This design comes from an exercise in tuning for small area on the open sky130 flow, not from production work.
RTL that was checked went through simulation tests only; none was proved equivalent to the original.
Function not checked in run 1: the RTL went through the layout flow alone.
No run shown here takes its clock network from TritonCTS; it comes from the design's own scripts or RTL.
The flow treats the clock pin as an ideal source. Dropping or thinning the clock tree relies on that and would not hold on a real chip.
No activity file was given, so power comes from the tool's default toggle rates.

File: flow/design.v
module i2s(
    input               rst_i,
    input               mck_i,
    input               lrck_i,
    input               bck_i,
    input               data_i,
    output              mck_o,
    output              lrck_o,
    output              data_o,
    output reg          sdo,
    output reg          sync
);
assign  mck_o = mck_i;
assign  lrck_o = lrck_i;
assign  data_o = data_i;
reg     lr1;
reg     d0;
always @(negedge bck_i) begin
    lr1 <= rst_i & lrck_i;
    d0 <= data_i;
end
localparam [1:0] CMD = 2'd2, D1 = 2'd0, D2 = 2'd1, IDLE = 2'd3;
localparam [7:0] FB = 8'b00101101;
reg         lr2;
reg [6:0]   dl;
reg [31:0]  sh;
reg [1:0]   ph;
reg [2:0]   k;       
reg         f;
wire start = lr1 ^ lr2;
wire load = !rst_i || start;
wire trans = k == 3'd0;     
wire data = ph == D1 || ph == D2;
wire pu = f & ~lr1;
wire dbit = f ? ~lr1 : sh[31];
wire cbit = pu ? (k == 3'd6 || k == 3'd4)
               : (k == 3'd7 || (trans && !lr1));
always @(posedge bck_i) begin
    lr2 <= lr1;
    dl <= {dl[5:0], d0};
    if (data)
        sh <= {sh[30:16], sh[15] & ~f, sh[14:0], dl[6] ^ (ph == D1 && k == 3'd1)};
    if (load) begin
        k <= 3'd1;
        ph <= CMD;
    end
    else begin
        k <= {k[1:0], FB[k]};
        if (trans)
            case (ph)
                CMD: ph <= D1;
                D1: ph <= D2;
                D2: ph <= IDLE;
                default: ph <= IDLE;
            endcase
    end
    if (!rst_i)
        f <= 1'b1;
    else if (start && !lr1)
        f <= 1'b0;
    if (rst_i) begin
        sync <= !start && ph == IDLE;
        sdo <= data ? dbit : (ph == CMD && cbit);
    end
end
endmodule
File: flow/config.mk
export PLATFORM = sky130hd
export DESIGN_NAME = i2s
export DESIGN_NICKNAME = i2s
export VERILOG_FILES = /design/flow/design.v
export SDC_FILE = /design/flow/constraint.sdc
export NUM_CORES = 4
export LEC_CHECK = 0
export CAP_MARGIN = 20
export CORE_MARGIN = 2
export CORE_UTILIZATION = 40
export SLEW_MARGIN = 20
File: flow/constraint.sdc
create_clock -name core_clock -period 10.0 [get_ports {bck_i}]
set_input_delay 2.0000 -clock core_clock [delete_from_list [all_inputs] [get_ports {bck_i}]]
set_output_delay 2.0000 -clock core_clock [all_outputs]
set_load 0.01 [all_outputs]
File: flow/flow/flat_cts.tcl
# Flat clock tree used in place of TritonCTS (sourced as PRE_CTS_TCL).
# The clock port drives FLAT_CTS_N buffers of type FLAT_CTS_CELL directly; the
# clock sinks are split into FLAT_CTS_N groups by k-means on their placed
# locations, and each buffer, placed at its group's centre, drives one group.
proc clock_tree_synthesis { args } {
  set block [ord::get_db_block]
  set db [ord::get_db]
  set n $::env(FLAT_CTS_N)
  set master [$db findMaster $::env(FLAT_CTS_CELL)]
  set clk [$block findNet $::env(FLAT_CTS_NET)]
  set sinks {}
  foreach it [$clk getITerms] {
    set inst [$it getInst]
    set bb [$inst getBBox]
    set x [expr {([$bb xMin] + [$bb xMax]) / 2.0}]
    set y [expr {([$bb yMin] + [$bb yMax]) / 2.0}]
    lappend sinks [list $it $x $y]
  }
  set m [llength $sinks]
  puts "flat_cts: $m sinks on [$clk getName], $n buffers of [$master getName]"
  # initial centres: sinks spread along x
  set sorted [lsort -real -index 1 $sinks]
  set cx {}; set cy {}
  for {set i 0} {$i < $n} {incr i} {
    set s [lindex $sorted [expr {int(($i + 0.5) * $m / $n)}]]
    lappend cx [lindex $s 1]; lappend cy [lindex $s 2]
  }
  set cap [expr {int(ceil(double($m) / $n))}]
  for {set iter 0} {$iter < 30} {incr iter} {
    # balanced assignment: sinks take their nearest centre with room left,
    # most constrained (largest gap between best and worst) first
    set order {}
    foreach s $sinks {
      set ds {}
      for {set i 0} {$i < $n} {incr i} {
        lappend ds [expr {abs([lindex $s 1] - [lindex $cx $i]) + abs([lindex $s 2] - [lindex $cy $i])}]
      }
      set mn [tcl::mathfunc::min {*}$ds]; set mx [tcl::mathfunc::max {*}$ds]
      lappend order [list [expr {$mx - $mn}] $s $ds]
    }
    set order [lsort -real -decreasing -index 0 $order]
    set cnt [lrepeat $n 0]
    set groups [lrepeat $n {}]
    foreach o $order {
      set s [lindex $o 1]; set ds [lindex $o 2]
      set best -1
      set idx {}
      for {set i 0} {$i < $n} {incr i} { lappend idx [list $i [lindex $ds $i]] }
      foreach p [lsort -real -index 1 $idx] {
        set i [lindex $p 0]
        if {[lindex $cnt $i] < $cap} { set best $i; break }
      }
      lset cnt $best [expr {[lindex $cnt $best] + 1}]
      lset groups $best [concat [lindex $groups $best] [list $s]]
    }
    set ncx {}; set ncy {}
    for {set i 0} {$i < $n} {incr i} {
      set sx 0.0; set sy 0.0; set g [lindex $groups $i]
      foreach s $g { set sx [expr {$sx + [lindex $s 1]}]; set sy [expr {$sy + [lindex $s 2]}] }
      lappend ncx [expr {$sx / [llength $g]}]; lappend ncy [expr {$sy / [llength $g]}]
    }
    set cx $ncx; set cy $ncy
  }
  for {set i 0} {$i < $n} {incr i} {
    set buf [odb::dbInst_create $block $master "flatcts_buf_$i"]
    set w [[$buf getMaster] getWidth]; set h [[$buf getMaster] getHeight]
    $buf setLocation [expr {int([lindex $cx $i] - $w / 2)}] [expr {int([lindex $cy $i] - $h / 2)}]
    $buf setPlacementStatus PLACED
    set net [odb::dbNet_create $block "flatcts_net_$i"]
    $net setSigType CLOCK
    foreach s [lindex $groups $i] {
      set it [lindex $s 0]
      $it disconnect
      $it connect $net
    }
    [$buf findITerm A] connect $clk
    [$buf findITerm X] connect $net
    puts "flat_cts: buffer $i at ([lindex $cx $i], [lindex $cy $i]) drives [llength [lindex $groups $i]] sinks"
  }
  set_propagated_clock [all_clocks]
  # The buffer synthesis puts on a port-to-port wire (mck_i to mck_o) is a
  # buf_4; a buf_1 drives the output load as well.
  set small [$db findMaster sky130_fd_sc_hd__buf_1]
  foreach inst [$block getInsts] {
    if {[[$inst getMaster] getName] ne "sky130_fd_sc_hd__buf_4"} { continue }
    set a [[$inst findITerm A] getNet]
    set x [[$inst findITerm X] getNet]
    if {$a eq "NULL" || $x eq "NULL"} { continue }
    if {[llength [$a getBTerms]] == 1 && [llength [$x getBTerms]] == 1 &&
        [llength [$a getITerms]] == 1 && [llength [$x getITerms]] == 1} {
      puts "flat_cts: [$inst getName] ([$a getName] to [$x getName]) becomes buf_1"
      $inst swapMaster $small
    }
  }
}

# With the flat tree the inverter of the falling-edge clock is a sink like any
# other, so it need not be cloned next to each falling-edge register.
if {[info exists ::env(FLAT_CTS_KEEP_INVERTERS)] && !$::env(FLAT_CTS_KEEP_INVERTERS)} {
  proc repair_clock_inverters { args } {
    puts "flat_cts: clock inverters left as they are"
  }
}

# Timing-driven placement buffers a register output with a high fanout (the
# data-phase bit, which enables all 32 shift-register bits). A register of
# twice the drive strength drives that load within its limits on its own, for
# less area than the buffer: remove such buffers and upsize the register.
proc flat_cts_unbuffer_registers { } {
  set block [ord::get_db_block]
  set db [ord::get_db]
  foreach inst [$block getInsts] {
    if {![string match "place*" [$inst getName]]} { continue }
    set mname [[$inst getMaster] getName]
    if {![regexp {^sky130_fd_sc_hd__(clk)?buf_[0-9]+$} $mname]} { continue }
    set in [[$inst findITerm A] getNet]
    set out [[$inst findITerm X] getNet]
    if {$in eq "NULL" || $out eq "NULL"} { continue }
    if {[llength [$in getBTerms]] || [llength [$out getBTerms]]} { continue }
    set drv NULL
    foreach it [$in getITerms] {
      if {[$it isOutputSignal]} { set drv $it }
    }
    if {$drv eq "NULL"} { continue }
    set dname [[[$drv getInst] getMaster] getName]
    if {$dname ne "sky130_fd_sc_hd__dfxtp_1"} { continue }
    foreach it [$out getITerms] {
      if {[$it getInst] eq $inst} { continue }
      $it disconnect
      $it connect $in
    }
    puts "flat_cts: removed $mname [$inst getName]; [[$drv getInst] getName] becomes dfxtp_2"
    odb::dbInst_destroy $inst
    odb::dbNet_destroy $out
    [$drv getInst] swapMaster [$db findMaster sky130_fd_sc_hd__dfxtp_2]
  }
}
if {[info exists ::env(FLAT_CTS_UNBUFFER)] && $::env(FLAT_CTS_UNBUFFER)} {
  flat_cts_unbuffer_registers
}
File: flow/flow/post_grt.tcl
# Sourced as POST_GLOBAL_ROUTE_TCL: power recovery may have downsized a driver
# past its slew or capacitance limit, so repair the design again afterwards.
log_cmd global_route -start_incremental
log_cmd estimate_parasitics -global_routing
repair_design_helper
log_cmd detailed_placement
log_cmd global_route -end_incremental
log_cmd estimate_parasitics -global_routing
File: flow/flow/run.sh
#!/bin/bash
# The standard layout (standard.sh), with these changes:
#  - ports are buffered with buf_1 instead of the default clkdlybuf4s50_1;
#  - the clock tree is a flat one (flow/flat_cts.tcl): the clock port drives
#    4 sky130_fd_sc_hd__clkbuf_4 cells, each driving a cluster of nearby clock sinks;
#  - power recovery (downsizing off the critical paths) after global routing,
#    followed by another design repair (flow/post_grt.tcl).
# make's output goes to standard.log, each step's log to orfs/logs/.
set -euo pipefail
export BUFFER_PORTS_ARGS="-buffer_cell sky130_fd_sc_hd__buf_1"
export PRE_CTS_TCL="$PWD/flow/flat_cts.tcl"
export POST_GLOBAL_ROUTE_TCL="$PWD/flow/post_grt.tcl"
export FLAT_CTS_N=4
export FLAT_CTS_CELL=sky130_fd_sc_hd__clkbuf_4
export FLAT_CTS_NET=bck_i
export FLAT_CTS_KEEP_INVERTERS=0
export FLAT_CTS_UNBUFFER=1
export RECOVER_POWER=0
bash standard.sh > standard.log 2>&1
File: flow/standard.sh
#!/bin/bash
# synth_recipe.tcl (not shown) runs the flow's synth.tcl, then flattens the netlist and writes it again
# the make line also repeats each setting of config.mk as NAME=value (left out here)
make -C /OpenROAD-flow-scripts/flow DESIGN_CONFIG=/design/flow/config.mk WORK_HOME=/design/flow/orfs CLKGATE_MAP_FILE= SYNTH_SCRIPT=/design/flow/synth_recipe.tcl "${@:-finish}"
==> impl_metrics.yaml, run 1 <==
setup_path:
  cpLargestDelayFamily: "buffers and inverters"
  worst_setup_path_start_kind: "input port"
  crit_cells: 2
  critPathKind: "input port to register"
  slowest_delay_ns: 0.30
  crit_arrival_ns: 2.48
  cp_slowest_cell: "buf_1"
  ff2ff_path_depth: 3
  rr_endpoint: "sync$_DFFE_PP_"
  worstPathMaxFanout: 9
  end_kind: "register"
  worst_ep_required_time_ns: 5.18
  timing.critical_path.buf_inv: 1
  rr_startpoint: "lr1$_DFF_N_"
  path_cells: "buf_1, and2_1"
  reg2reg_slack_ns: 3.73
cts:
  postCtsSetupBuffers: 0
  holdBufCountCts: 0
  post_cts_resized: 0
  clk_pin_slew_ns: 0.11
  worstSkewPairLatency_ns: 0.23
power:
  power_mw: 0.3129
  p_per_area_mw_per_mm2: 190.5
  sw_frac_of_total_pct: 18.39
  seq_power_share_pct: 75.2
  netSwitchingPower_mw: 0.05755
  irDropWorstVdd_mv: 0.1280
  p_clk_share_pct: 20.8
  cell_internal_pwr_mw: 0.2554
  pwr-share-comb_pct: 4.0
  p_leak_nw: 0.5763
routing:
  vias: 650
  wl_per_cell_um: 13.28
  via_per_inst: 4.710
  antenna_left: 0
  drc: 0
  drt-initial-drc-count: 38
  first_pass_iters: 4
  routed_wl_mm: 1.832
floorplanning:
  die-area_mm2: 0.004386
  die_w_um: 66.23
  coreArea_mm2: 0.003689
  die_y_um: 66.23
  rows: 22
  ios: 10
  initial_core_util_pct: 41.99
placement:
  pre_cts_slack_ns: 2.456
  portBuffers: 7
  place.gp.congestion: 0.7007
  dp_hpwl_mm: 1.111
synthesis:
  syn_area_per_cell_um2: 18.89
  syn-num-nets: 88
  synth_seq_cells: 50
  ys_types: 23
  syn-cell-area_mm2: 0.001549
  yosys_warnings: 1
  netlist_instances: 82
  synth-seq-area-share_pct: 86.59
run:
  cap_violations: 0
finish:
  drive_gt1_share_pct: 6.667
  nNetsFinal: 98
  num_antenna_cells: 0
  area_growth_pct: 6.058
global_routing:
  grt_overflow_total: 0
  grt_pass1_vias: 639
  grt_pass1_wl_mm: 3.001
  grt_max_degree: 35
  track_usage_pct: 8.543
  antenna_found_initial: 0
worst_hold_path:
  hold_path_end: "dl[6]$_DFF_P_"
  min_path_cells: 0
  hp-start: "dl[5]$_DFF_P_"
  hold_path_class: "register to register"
sta:
  fin_ws_ns: 2.696
  tns_ns: 0
  relSlewSlack_pct: 56.73
  tightest_slew_ns: 0.6481
  finalMaxSlewViolations: 0
  setup_viol: 0
  skew_ns: 0.06465
  final_hold_viol_count: 0
run_status:
  status: "finished clean"
[cell families (layout without fill, tap and decap cells)]
group           after synthesis  after routing  share of synthesized area [%]
flops                        50             50                          86.59
simple gates                 15             15                          5.735
compound gates                7              7                          3.312
buf+inv                       7             15                          2.423
xor+xnor                      2              2                          1.131
fa+ha+maj                     1              1                         0.8076
[registers in the layout, indices dropped and copies added (netlist names)]
name,cells
f,1
sync,1
k,3
sdo,1
sh,32
ph,2
dl,7
d0,1
lr2,1
lr1,1
[cells in the mapped netlist]
cell type	count	area, um2
nand2_1	2	7.510
or2b_1	1	7.510
xnor2_1	2	17.52
inv_1	4	15.01
buf_4	3	22.52
ha_1	1	12.51
a211oi_1	1	7.510
and3_2	1	7.510
nand2b_1	1	6.260
dfxtp_1	16	320.3
o211a_1	1	10.01
nand3_1	1	5.000
o22ai_1	1	6.260
o2111ai_1	1	8.760
a211o_1	1	8.760
and2_1	1	6.260
nor2b_1	2	12.51
nor4_1	2	12.51
nor3_1	1	5.000
o21ai_0	1	5.000
a21oi_1	1	5.000
edfxtp_1	34	1021
and3_1	3	18.77
[through the flow]
step                      instance area, um2  cells  hold WS (ns)  utilization (%)
after global placement                  1613    134        0.3131            43.72
final                                   1643    138        0.3390            44.54
after CTS                               1643    138        0.3425            44.54
after floorplan                         1549     82        0.3096                -
after detailed placement                1613    134        0.3135            43.72
[worst reg2reg max path, stage by stage (launching register included)]
cell and delay [ns]:
dfxtp_1 0.35, inv_1 0.07, ha_1 0.36, and3_1 0.21
[worst max-delay path by stage]
stage,from,endpoint,slack [ns]
global placement,rst_i,lr1$_DFF_N_,2.51
floorplan,rst_i,lr1$_DFF_N_,2.76
detailed placement,rst_i,lr1$_DFF_N_,2.46
CTS,rst_i,lr1$_DFF_N_,2.70
finish,rst_i,lr1$_DFF_N_,2.70
[layout make-up]
cell class / count / area, um2
Sequential cell: 50 / 1341
Fill cell: 337 / 2046
Tap cell: 48 / 60.06
Buffer: 4 / 30.03
Inverter: 4 / 15.01
Multi-Input combinational cell: 25 / 170.2
Timing Repair Buffer: 7 / 26.28
[cells in the final DEF (no fill, tap or decap), drive strengths merged]
cell     netlist  routed
edfxtp        34      34
dfxtp         16      16
buf            3       7
clkbuf         0       4
and3           4       4
inv            4       4
nor2b          2       2
nor4           2       2
nand2          2       2
xnor2          2       2
and2           1       1
nand2b         1       1
a211o          1       1
nor3           1       1
a211oi         1       1
a21oi          1       1
o22ai          1       1
o211a          1       1
or2b           1       1
nand3          1       1
o2111ai        1       1
o21ai          1       1
ha             1       1
[power groups by stage]
stage | logic [mW] | clock network [mW] | registers, mW
after floorplan | 0.00985 | 0.00188 | 0.239
after global placement | 0.0119 | 0.00188 | 0.240
after detailed placement | 0.0128 | 0.00188 | 0.240
after CTS | 0.0128 | 0.0670 | 0.236
final | 0.0125 | 0.0650 | 0.235
[routing by layer]
layer	track usage [%]	vias to the layer above	wire, um
met5	0	-	0
met4	1.020	0	17
met3	1.022	3	89
met2	14.00	16	819
met1	12.61	316	907
li1	-	315	-
==> inputs of run 2 (changes only) <==
--- a/flow/design.v
+++ b/flow/design.v
@@ -19,8 +19,8 @@
     lr1 <= rst_i & lrck_i;
     d0 <= data_i;
 end
-localparam [1:0] CMD = 2'd2, D1 = 2'd0, D2 = 2'd1, IDLE = 2'd3;
-localparam [7:0] FB = 8'b00101101;
+localparam [1:0] CMD = 2'd0, D1 = 2'd2, D2 = 2'd3, IDLE = 2'd1;
+localparam [7:0] FB = 8'b01001011;
 reg         lr2;
 reg [6:0]   dl;
 reg [31:0]  sh;
@@ -29,19 +29,19 @@
 reg         f;
 wire start = lr1 ^ lr2;
 wire load = !rst_i || start;
-wire trans = k == 3'd0;     
+wire trans = k == 3'd7;     
 wire data = ph == D1 || ph == D2;
 wire pu = f & ~lr1;
 wire dbit = f ? ~lr1 : sh[31];
-wire cbit = pu ? (k == 3'd6 || k == 3'd4)
-               : (k == 3'd7 || (trans && !lr1));
+wire cbit = pu ? (k == 3'd1 || k == 3'd3)
+               : (k == 3'd0 || (trans && !lr1));
 always @(posedge bck_i) begin
     lr2 <= lr1;
     dl <= {dl[5:0], d0};
     if (data)
-        sh <= {sh[30:16], sh[15] & ~f, sh[14:0], dl[6] ^ (ph == D1 && k == 3'd1)};
+        sh <= {sh[30:16], sh[15] & ~f, sh[14:0], dl[6] ^ (ph == D1 && k == 3'd6)};
     if (load) begin
-        k <= 3'd1;
+        k <= 3'd6;
         ph <= CMD;
     end
     else begin
==> flow/flow/run.sh (replaced) <==
#!/bin/bash
# The standard layout (standard.sh), with these changes:
#  - ports are buffered with buf_1 instead of the default clkdlybuf4s50_1;
#  - the clock tree is a flat one (flow/flat_cts.tcl): the clock port drives
#    2 sky130_fd_sc_hd__clkbuf_8 cells, each driving a cluster of nearby clock sinks;
#  - power recovery (downsizing off the critical paths) after global routing,
#    followed by another design repair (flow/post_grt.tcl).
# make's output goes to standard.log, each step's log to orfs/logs/.
set -euo pipefail
export BUFFER_PORTS_ARGS="-buffer_cell sky130_fd_sc_hd__buf_1"
export PRE_CTS_TCL="$PWD/flow/flat_cts.tcl"
export POST_GLOBAL_ROUTE_TCL="$PWD/flow/post_grt.tcl"
export FLAT_CTS_N=2
export FLAT_CTS_CELL=sky130_fd_sc_hd__clkbuf_8
export FLAT_CTS_NET=bck_i
export FLAT_CTS_KEEP_INVERTERS=0
export FLAT_CTS_UNBUFFER=1
export RECOVER_POWER=0
bash standard.sh > standard.log 2>&1
--- a/flow/config.mk
+++ b/flow/config.mk
@@ -7,5 +7,6 @@
 export LEC_CHECK = 0
 export CAP_MARGIN = 20
 export CORE_MARGIN = 2
-export CORE_UTILIZATION = 40
+export CORE_UTILIZATION = 60
+export PLACE_DENSITY = 0.75
 export SLEW_MARGIN = 20
==> impl_metrics.yaml, run 2 <==
setup_path:
  worstPathMaxFanout: 5
  path_cells: "buf_1, and2_1"
  crit_arrival_ns: 2.33
  slowest_delay_ns: 0.19
  critPathKind: "input port to register"
  end_kind: "register"
  worst_ep_required_time_ns: 5.15
  worst_setup_path_start_kind: "input port"
  timing.critical_path.buf_inv: 1
  cp_slowest_cell: "and2_1"
  cpLargestDelayFamily: "simple AND/OR/NAND/NOR gates"
placement:
  place.gp.congestion: 0.6662
  portBuffers: 7
  dp_hpwl_mm: 1.154
  postPlaceCellArea_mm2: 0.001589
power:
  p_clk_share_pct: 20.5
  p_leak_nw: 0.5465
  sw_frac_of_total_pct: 18.19
  pwr-share-comb_pct: 3.2
  cell_internal_pwr_mw: 0.2549
  netSwitchingPower_mw: 0.05666
  irDropWorstVdd_mv: 0.1659
  seq_power_share_pct: 76.4
  p_per_area_mw_per_mm2: 193.5
floorplanning:
  coreArea_mm2: 0.002455
  ios: 10
  initial_core_util_pct: 62.90
  die_w_um: 54.73
  rows: 18
  die_y_um: 54.73
  die-area_mm2: 0.002995
synthesis:
  synth_edf_count: 34
  synth_seq_cells: 50
  yosysTopAreaCellShare_pct: 66.13
  synthTopCellsByArea: "edfxtp_1, dfxtp_1, buf_4"
  synth_flop_cell: "edfxtp_1"
  async_flop_share_pct: 0
  syn-cell-area_mm2: 0.001544
  synth_fa_ha_area_share_pct: 0.8104
  netlist_instances: 84
  synthXorXnorAreaFrac_pct: 1.135
  synth-simple-area-share_pct: 5.592
  syn-num-nets: 90
  yosys_warnings: 1
  synth_compound_area_share_pct: 2.917
  synth-seq-area-share_pct: 86.87
  syn_area_per_cell_um2: 18.38
  synth_area_leader_cell: "edfxtp_1"
  synth_top_family_by_area: "simple AND/OR/NAND/NOR gates"
  muxShareOfSynthArea_pct: 0
  synth.most_common_cell: "edfxtp_1"
  synth_commonest_cells: "edfxtp_1, dfxtp_1, inv_1, nor2_1, buf_4"
  ys_types: 21
routing:
  antenna_left: 0
  drt-initial-drc-count: 12
  first_pass_iters: 4
  via_per_inst: 5.429
  vias: 646
  routed_wl_mm: 1.816
  drc: 0
  wl_per_cell_um: 15.26
finish:
  stdcell_area_mm2: 0.001610
  nNetsFinal: 97
  drive_gt1_share_pct: 3.371
  fin_util_pct: 65.60
  final_common_cell: "edfxtp_1"
  max_flop_register: "sh"
  num_antenna_cells: 0
  final_cell_mix: "edfxtp_1, dfxtp_1, buf_1, inv_1, nor2_1"
  largest_register_ffs: 32
  area_growth_pct: 4.295
  top_regs: "sh (32), dl (7), k (3)"
global_routing:
  track_usage_pct: 13.33
  grt_pass1_vias: 601
  grt_max_degree: 38
  antenna_found_initial: 0
  grt_pass1_wl_mm: 2.870
  grt_overflow_total: 0
sta:
  finalMaxSlewViolations: 0
  tns_ns: 0
  setup_viol: 0
  relSlewSlack_pct: 48.93
  tightest_slew_ns: 0.7660
  final_hold_viol_count: 0
  skew_ns: 0.07584
run:
  cap_violations: 0
cts:
  post_cts_resized: 0
  holdBufCountCts: 0
  worstSkewPairLatency_ns: 0.25
  clk_pin_slew_ns: 0.12
  postCtsSetupBuffers: 0
run_status:
  status: "finished clean"
worst_hold_path:
  hold_path_class: "register to register"
[run 2: cell count changes in the layout (fill, tap and decap cells not counted), moves of 2 or more]
cell / before / now
clkbuf_4: 4 / 0
nor2_1: 0 / 4
clkbuf_8: 0 / 2
nor4_1: 2 / 0
or2_1: 0 / 2
[run 2: final cells by class]
type / count / area, um2
Sequential cell: 50 / 1343
Fill cell: 165 / 844.6
Multi-Input combinational cell: 26 / 161.4
Tap cell: 30 / 37.54
Buffer: 2 / 27.53
Timing Repair Buffer: 7 / 26.28
Inverter: 4 / 15.01
[run 2: path summary, 6_finish.rpt]
| path | slack, ns | startpoint | endpoint | depth (start not counted) |
|---|---|---|---|---|
| max | 2.81 | rst_i | lr1$_DFF_N_ | 2 |
| max reg2reg | 3.76 | lr1$_DFF_N_ | ph[1]$_SDFFE_PP0N_ | 4 |
| min | 0.34 | dl[1]$_DFF_P_ | dl[2]$_DFF_P_ | 0 |
| min reg2reg | 0.34 | dl[1]$_DFF_P_ | dl[2]$_DFF_P_ | 0 |
[run 2: metrics by stage]
| stage | cells | setup WS, ns | hold WS (ns) | total power [mW] |
|---|---|---|---|---|
| 4_1_cts | 119 | 2.822 | 0.3450 | 0.3147 |
| 2_1_floorplan | 84 | 2.760 | 0.3096 | 0.2506 |
| 3_3_place_gp | 118 | 2.572 | 0.3133 | 0.2535 |
| 3_5_place_dp | 118 | 2.550 | 0.3146 | 0.2545 |
| 6_report | 119 | 2.812 | 0.3424 | 0.3115 |
[run 2: kinds of logic (layout without fill, tap and decap cells)]
logic type,Yosys count,after routing
flops,50,50
simple gates,16,16
buf+inv,8,13
compound gates,7,7
xor+xnor,2,2
fa+ha+maj,1,1
[run 2: power groups by stage]
stage               registers (mW)  logic, mW  clock network, mW
finish                       0.238    0.00985             0.0638
CTS                          0.238    0.00987             0.0667
detailed placement           0.239     0.0133            0.00188
global placement             0.239     0.0126            0.00188
floorplan                    0.239     0.0101            0.00188
[run 2: metal layers]
layer,track usage (%),wire length (um),part of all wire (%),vias up
met4,1.667,26,1.4,0
met5,0,0,0,-
met1,21.32,887,49,314
met2,20.24,814,45,21
met3,1.639,87,4.8,6
li1,-,-,-,305
==> inputs of run 3 (changes only) <==
==> flow/flow/run.sh (replaced) <==
#!/bin/bash
# The standard layout (standard.sh, standard synthesis unchanged), with
# three changes:
#  - ports are buffered with buf_1 instead of the default clkdlybuf4s50_1;
#  - the clock tree is a flat one (flow/flat_cts.tcl, run in place of
#    TritonCTS): the clock port drives 4 clkbuf_4 cells, each driving a
#    cluster of nearby clock sinks; the falling-edge clock inverter is one of
#    the sinks and is not cloned;
#  - the buffer that timing-driven placement puts on the data-phase register's
#    output (it enables all 32 shift-register bits) is removed, and that
#    register is upsized to dfxtp_2 instead (flow/flat_cts.tcl).
# make's output goes to standard.log, each step's log to orfs/logs/.
set -euo pipefail
export BUFFER_PORTS_ARGS="-buffer_cell sky130_fd_sc_hd__buf_1"
export PRE_CTS_TCL="$PWD/flow/flat_cts.tcl"
export FLAT_CTS_N=4
export FLAT_CTS_CELL=sky130_fd_sc_hd__clkbuf_4
export FLAT_CTS_NET=bck_i
export FLAT_CTS_KEEP_INVERTERS=0
export FLAT_CTS_UNBUFFER=1
bash standard.sh > standard.log 2>&1
--- a/flow/config.mk
+++ b/flow/config.mk
@@ -7,6 +7,5 @@
 export LEC_CHECK = 0
 export CAP_MARGIN = 20
 export CORE_MARGIN = 2
-export CORE_UTILIZATION = 60
-export PLACE_DENSITY = 0.75
+export CORE_UTILIZATION = 40
 export SLEW_MARGIN = 20
removed: flow/flow/post_grt.tcl
==> impl_metrics.yaml, run 3 <==
synthesis:
  yosysTopAreaCellShare_pct: 66.13
  syn-cell-area_mm2: 0.001544
  synth_commonest_cells: "edfxtp_1, dfxtp_1, inv_1, nor2_1, buf_4"
  synth_seq_cells: 50
  async_flop_share_pct: 0
  syn-num-nets: 90
  yosys_warnings: 1
  synth.most_common_cell: "edfxtp_1"
  netlist_instances: 84
  syn_area_per_cell_um2: 18.38
  synthTopCellsByArea: "edfxtp_1, dfxtp_1, buf_4"
  synth_edf_count: 34
  synth_flop_cell: "edfxtp_1"
  synth_area_leader_cell: "edfxtp_1"
  synth-seq-area-share_pct: 86.87
  ys_types: 21
finish:
  drive_gt1_share_pct: 5.495
  final_cell_mix: "edfxtp_1, dfxtp_1, buf_1"
  num_antenna_cells: 0
  area_growth_pct: 5.916
  largest_register_ffs: 32
  multi_input_area_um2: 161.4
  max_flop_register: "sh"
  nNetsFinal: 99
  regArea_mm2: 0.001343
  n_fill_cell: 338
  top_regs: "sh (32), dl (7), k (3)"
  final_common_cell: "edfxtp_1"
  layout.cells.non_filler: 139
setup_path:
  critPathLaunch: "rst_i"
  ff2ff_path_depth: 4
  worst_ep_required_time_ns: 5.13
  end_kind: "register"
  path_cells: "buf_1, and2_1"
  rr_endpoint: "k[1]$_SDFF_PP1_"
  endpoint: "lr1$_DFF_N_"
  cp_slowest_cell: "and2_1"
  slowest_delay_ns: 0.17
  crit_cells: 2
  cpLargestDelayFamily: "simple AND/OR/NAND/NOR gates"
  timing.critical_path.buf_inv: 1
  crit_arrival_ns: 2.31
  reg2reg_slack_ns: 3.80
  rr_startpoint: "lr1$_DFF_N_"
  critPathKind: "input port to register"
  worst_setup_path_start_kind: "input port"
  worstPathMaxFanout: 5
global_routing:
  grt_overflow_total: 0
  grt_pass1_wl_mm: 2.898
  grt_max_degree: 38
  antenna_found_initial: 0
  grt_pass1_vias: 597
  track_usage_pct: 8.315
floorplanning:
  ios: 10
  die_y_um: 66.13
  initial_core_util_pct: 41.86
  die_w_um: 66.13
  rows: 22
  coreArea_mm2: 0.003689
  die-area_mm2: 0.004373
sta:
  skew_ns: 0.06898
  final_hold_viol_count: 0
  tightest_slew_ns: 0.7749
  relSlewSlack_pct: 48.34
  tns_ns: 0
  finalMaxSlewViolations: 0
  setup_viol: 0
  hold_ws_ns: 0.3394
  fin_ws_ns: 2.820
  rsz0062_at_grt: "false"
power:
  p_clk_share_pct: 20.8
  netSwitchingPower_mw: 0.05690
  p_leak_nw: 0.5505
  irDropWorstVdd_mv: 0.1188
  pwr-share-comb_pct: 3.0
  p_per_area_mw_per_mm2: 190.9
  cell_internal_pwr_mw: 0.2552
  sw_frac_of_total_pct: 18.23
  seq_power_share_pct: 76.2
cts:
  post_cts_resized: 0
  clk_pin_slew_ns: 0.10
  postCtsSetupBuffers: 0
  holdBufCountCts: 0
  worstSkewPairLatency_ns: 0.23
routing:
  routed_wl_mm: 1.695
  drt-initial-drc-count: 50
  vias: 647
  drc: 0
  first_pass_iters: 4
  wl_per_cell_um: 12.19
  antenna_left: 0
  via_per_inst: 4.655
placement:
  dp_hpwl_um: 980.4
  place.gp.congestion: 0.7887
  pre_cts_slack_ns: 2.573
  placedCellCount: 136
  portBuffers: 7
run_status:
  status: "finished clean"
run:
  cap_violations: 0
worst_hold_path:
  hold_path_class: "register to register"
  hp-start: "dl[3]$_DFF_P_"
[run 3: per-layer routing]
metal	GRT usage, %	up-vias	part of all wire (%)
li1	-	313	-
met1	13.31	316	51
met2	11.88	15	41
met3	1.704	3	5.9
met4	1.276	0	1.6
met5	0	-	0
[run 3: kinds of logic after synthesis]
group | share of synthesized area, %
adders and majority gates | 0.8102
and+or+nand+nor | 5.591
xor gates and xnor gates | 1.135
AOI/OAI and AO/OA | 2.917
buffers and inverters | 2.674
DFF | 86.87
[run 3: area by class of cell]
class / count / share of cell area [%]
Sequential cell: 50 / 82.10
Multi-Input combinational cell: 26 / 9.870
Inverter: 4 / 0.9181
Tap cell: 48 / 3.673
Timing Repair Buffer: 7 / 1.607
Buffer: 4 / 1.836
[run 3: through the flow]
step	instance area [um2]	total power [mW]	utilization (%)
6_report	1635	0.3121	44.34
5_1_grt	1635	0.3269	44.34
4_1_cts	1635	0.3157	44.34
3_5_place_dp	1612	0.2541	43.69
3_3_place_gp	1612	0.2537	43.69
2_1_floorplan	1544	0.2506	-
[run 3: worst min-delay path by stage]
stage | endpoint | depth (start not counted) | slack (ns)
after floorplan | dl[1]$_DFF_P_ | 0 | 0.31
after global placement | dl[5]$_DFF_P_ | 0 | 0.31
after detailed placement | dl[1]$_DFF_P_ | 0 | 0.32
after CTS | dl[4]$_DFF_P_ | 0 | 0.34
after global routing | dl[3]$_DFF_P_ | 0 | 0.35
final | dl[4]$_DFF_P_ | 0 | 0.34
[run 3: power by group through the flow]
stage | clock network (mW) | registers, mW | logic [mW]
after global placement | 0.00188 | 0.239 | 0.0125
after floorplan | 0.00188 | 0.239 | 0.0101
after CTS | 0.0681 | 0.238 | 0.00955
final | 0.0648 | 0.238 | 0.00944
after global routing | 0.0766 | 0.239 | 0.0109
after detailed placement | 0.00188 | 0.239 | 0.0129
